This is an optimization exercise on Yosys and OpenROAD, whose aim is small area, not a production implementation.
Function was checked by simulation only, so behaviour that the tests miss may differ from the original.
Power and IR drop assume default switching activity. The clock port is modelled as an ideal driver; clocking choices that lean on that would not hold on a real chip.

Design BinaryCalculatorTop, start of the top module:
module BinaryCalculatorTop(
    input Clk,
    input Reset,
    input ConfigDiv,
    input[31:0] Din,
    input ValidCmd,
    input InputKey,
    input RWMem,
    input[7:0] Addr,
    input[3:0] Sel,
    input[7:0] InA,
    input[7:0] InB,
    output CalcActive,
    output CalcMode,
    output CalcBusy,
    output DoutValid,
    output DataOut,
    output ClkTx);
Size in the first run: roughly 2800 cells after synthesis, ~32000 um2 of cells after synthesis.
clock: 15.0 ns
lec_check: 0
cap_margin: 5
core_margin: 2
core_utilization: 60
cts_cluster_diameter: 80
cts_cluster_size: 26
slew_margin: 5
synth_hierarchical: 1
standard.sh (not shown) runs the stock make flow with config.mk's settings and CLKGATE_MAP_FILE= SYNTH_SCRIPT=/design/flow/synth_recipe.tcl, a recipe that flattens the netlist after the stock synthesis.
==> flow/flow/run.sh <==
#!/bin/bash
# The standard layout, with the port buffers made of the smallest buffer
# cell (buf_1) instead of the one buffer_ports picks by default.
set -e
export BUFFER_PORTS_ARGS="-buffer_cell sky130_fd_sc_hd__buf_1"
bash standard.sh > standard.log 2>&1
Then changed:
- CAP_MARGIN: 5 -> 20
- SLEW_MARGIN: 5 -> 20
Outcome: Power is about the same; core utilization barely changes; setup slack gets better by 46 ps; final area barely changes; synthesized cell count is unchanged; die area does not change; critical path depth does not change; routed wire length stays flat.

* * *

BinaryCalculatorTop, a different RTL version from the one above (not shown whole).
Size: about 3100 cells after synthesis, roughly 770 flip-flops.
## BinaryCalculatorTop
module BinaryCalculatorTop(
    input Clk,
    input Reset,
    input ConfigDiv,
    input[31:0] Din,
    input ValidCmd,
    input InputKey,
    input RWMem,
    input[7:0] Addr,
    input[3:0] Sel,
    input[7:0] InA,
    input[7:0] InB,
    output CalcActive,
    output CalcMode,
    output CalcBusy,
    output DoutValid,
    output DataOut,
    output ClkTx);
Settings: LEC_CHECK=0, CAP_MARGIN=20, CORE_MARGIN=2, CORE_UTILIZATION=60, CTS_CLUSTER_DIAMETER=100, CTS_CLUSTER_SIZE=30, SLEW_MARGIN=20, SYNTH_HIERARCHICAL=1; clock period 15.0 ns.
run.sh (not shown) runs the stock make flow with config.mk's settings and CLKGATE_MAP_FILE= SYNTH_SCRIPT=/design/flow/synth_recipe.tcl, a recipe that flattens the netlist after the stock synthesis.
Stock flow here: none of the scripts above is used.
Edit:
CTS_CLUSTER_DIAMETER = default   (was 100)
CTS_CLUSTER_SIZE = default   (was 30)
After rerunning:
- routed wire length grows slightly
- sequential share of layout area shrinks by 2.1 points
- count of clock-buffer cells in the layout rose by 82
- power rose by about a fifth
- maximum frequency stays flat
- die area stays the same
- setup slack gains 0.025 ns

* * *

Another version of the RTL of BinaryCalculatorTop (not shown whole).
Size in the first run: about 780 flip-flops, ~72 I/O pins, roughly 31000 µm² of cells after synthesis.
export LEC_CHECK = 0
export CAP_MARGIN = 20
export CORE_MARGIN = 2
export CORE_UTILIZATION = 72
export CTS_CLUSTER_DIAMETER = 90
export CTS_CLUSTER_SIZE = 28
export SLEW_MARGIN = 20
export SYNTH_HIERARCHICAL = 1
create_clock -name core_clock -period 15.0 [get_ports {Clk}]
standard.sh (not shown) runs the stock make flow with config.mk's settings and CLKGATE_MAP_FILE= SYNTH_SCRIPT=/design/flow/synth_recipe.tcl, a recipe that flattens the netlist after the stock synthesis.
==> flow/flow/run.sh <==
#!/bin/bash
# The standard layout with two changes:
#  - the port buffers are the smallest buffer cell (buf_1) instead of the one
#    buffer_ports picks by default;
#  - clock tree synthesis inserts no dummy loads (it is given the same
#    clustering settings as config.mk).
set -e
export BUFFER_PORTS_ARGS="-buffer_cell sky130_fd_sc_hd__buf_1"
export CTS_ARGS="-sink_clustering_enable -repair_clock_nets -sink_clustering_size 28 -sink_clustering_max_diameter 90 -dont_use_dummy_load"
bash standard.sh > standard.log 2>&1
==> next run, changes <==
--- a/flow/flow/run.sh
+++ b/flow/flow/run.sh
@@ -7,4 +7,4 @@
 set -e
 export BUFFER_PORTS_ARGS="-buffer_cell sky130_fd_sc_hd__buf_1"
-export CTS_ARGS="-sink_clustering_enable -repair_clock_nets -sink_clustering_size 28 -sink_clustering_max_diameter 90 -dont_use_dummy_load"
+export CTS_ARGS="-sink_clustering_enable -repair_clock_nets -sink_clustering_size 30 -sink_clustering_max_diameter 100 -dont_use_dummy_load"
 bash standard.sh > standard.log 2>&1
--- a/flow/config.mk
+++ b/flow/config.mk
@@ -8,7 +8,7 @@
 export CAP_MARGIN = 20
 export CORE_MARGIN = 2
-export CORE_UTILIZATION = 72
-export CTS_CLUSTER_DIAMETER = 90
-export CTS_CLUSTER_SIZE = 28
+export CORE_UTILIZATION = 60
+export CTS_CLUSTER_DIAMETER = 100
+export CTS_CLUSTER_SIZE = 30
 export SLEW_MARGIN = 20
 export SYNTH_HIERARCHICAL = 1
Effect:
- combinational power is about the same
- maximum frequency came out lower by 1.1%
- die area came out higher by 20%
- first-iteration DRC count came out lower by 4.0%
- wire length came out higher by 3.6%
==> next run, changes <==
==> flow/flow/run.sh (replaced) <==
#!/bin/bash
# The standard layout, with the port buffers made of the smallest buffer
# cell (buf_1) instead of the one buffer_ports picks by default.
set -e
export BUFFER_PORTS_ARGS="-buffer_cell sky130_fd_sc_hd__buf_1"
bash standard.sh > standard.log 2>&1
--- a/flow/config.mk
+++ b/flow/config.mk
@@ -8,5 +8,5 @@
 export CAP_MARGIN = 20
 export CORE_MARGIN = 2
-export CORE_UTILIZATION = 60
+export CORE_UTILIZATION = 75
 export CTS_CLUSTER_DIAMETER = 100
 export CTS_CLUSTER_SIZE = 30
Non-clock buffer count goes down by 5.
Worst hold slack improves by 16 ps.
Clock power fell by about 0.7%.
Total power stays flat.
Final cell count went down by 4.0%.
Core utilization rises by 16 points.
Setup slack is worse by 60 ps.

* * *

north:
BinaryCalculatorTop again, from the RTL that the note above started with.
export LEC_CHECK = 0
export CAP_MARGIN = 20
export CORE_MARGIN = 2
export CORE_UTILIZATION = 60
export CTS_CLUSTER_DIAMETER = 100
export CTS_CLUSTER_SIZE = 30
export SLEW_MARGIN = 20
export SYNTH_HIERARCHICAL = 1
create_clock -name core_clock -period 15.0 [get_ports {Clk}]
==> flow/flow/run.sh <==
#!/bin/bash
# The standard layout, with the port buffers made of the smallest buffer
# cell (buf_1) instead of the one buffer_ports picks by default.
set -e
export BUFFER_PORTS_ARGS="-buffer_cell sky130_fd_sc_hd__buf_1"
bash standard.sh > standard.log 2>&1
north: no failed stages, no open violations at the end
Relative to north, the following input files were edited for south:
diff --git a/flow/config.mk b/flow/config.mk
--- a/flow/config.mk
+++ b/flow/config.mk
@@ -11,2 +11,2 @@
-export CTS_CLUSTER_DIAMETER = 100
-export CTS_CLUSTER_SIZE = 30
+export CTS_CLUSTER_DIAMETER = 80
+export CTS_CLUSTER_SIZE = 26
Notes after the runs:
- Final critical-path required period on south is ahead of north.
- Compared with north, in south total power went up, number of clock buffers in the layout now sits higher.
- Comparing south against north, there is no change at all in number of hold violations in the final report.
- Per the comparison of south with north, horizontal die dimension stayed essentially flat; global-route usage rose by 0.23 points; maximum frequency rose by 0.70%.

afterwards: timing with drivers on the ports:
How much do the figures lean on ideal ports? The routed layouts below were timed once more, with nothing changed but the port constraints. Step 1 sets driving cells, clkbuf_16 on the clock port and buf_2 on the other inputs (assumed; they add their load-dependent delay and slew). Step 2, shift: input delay + t, output delay - t, t = (earliest + latest rising clock arrival at the registers) / 2. This alone moves slack from input paths to output paths. a / b / c = no drivers / after step 1 / after step 2; a / b = the first two.
| run | t (ns) | setup slack, ns | worst hold slack (ns) |
|---|---|---|---|
| the first run of note 1 | 0.671 | 6.587 / 6.523 / 6.777 | 0.472 / 0.472 / 0.472 |
| the second run of note 1 | 0.669 | 6.633 / 6.569 / 6.778 | 0.472 / 0.472 / 0.472 |
| the first run of note 2 | 0.715 | 0.470 / 0.470 / 0.470 | 0.480 / 0.480 / 0.480 |
| the second run of note 2 | 0.689 | 0.495 / 0.495 / 0.495 | 0.467 / 0.467 / 0.467 |
| the first run of note 3 | 0.634 | 2.467 / 2.405 / 3.039 | 0.454 / 0.454 / 0.454 |
| the second run of note 3 | 0.691 | 2.329 / 2.267 / 2.957 | 0.454 / 0.454 / 0.454 |
| the third run of note 3 | 0.695 | 2.269 / 2.207 / 2.901 | 0.470 / 0.470 / 0.470 |
| north | 0.704 | 2.372 / 2.308 / 3.012 | 0.461 / 0.461 / 0.461 |
| south | 0.668 | 2.459 / 2.393 / 3.062 | 0.461 / 0.461 / 0.461 |
After both steps setup and hold are still met in every run listed.
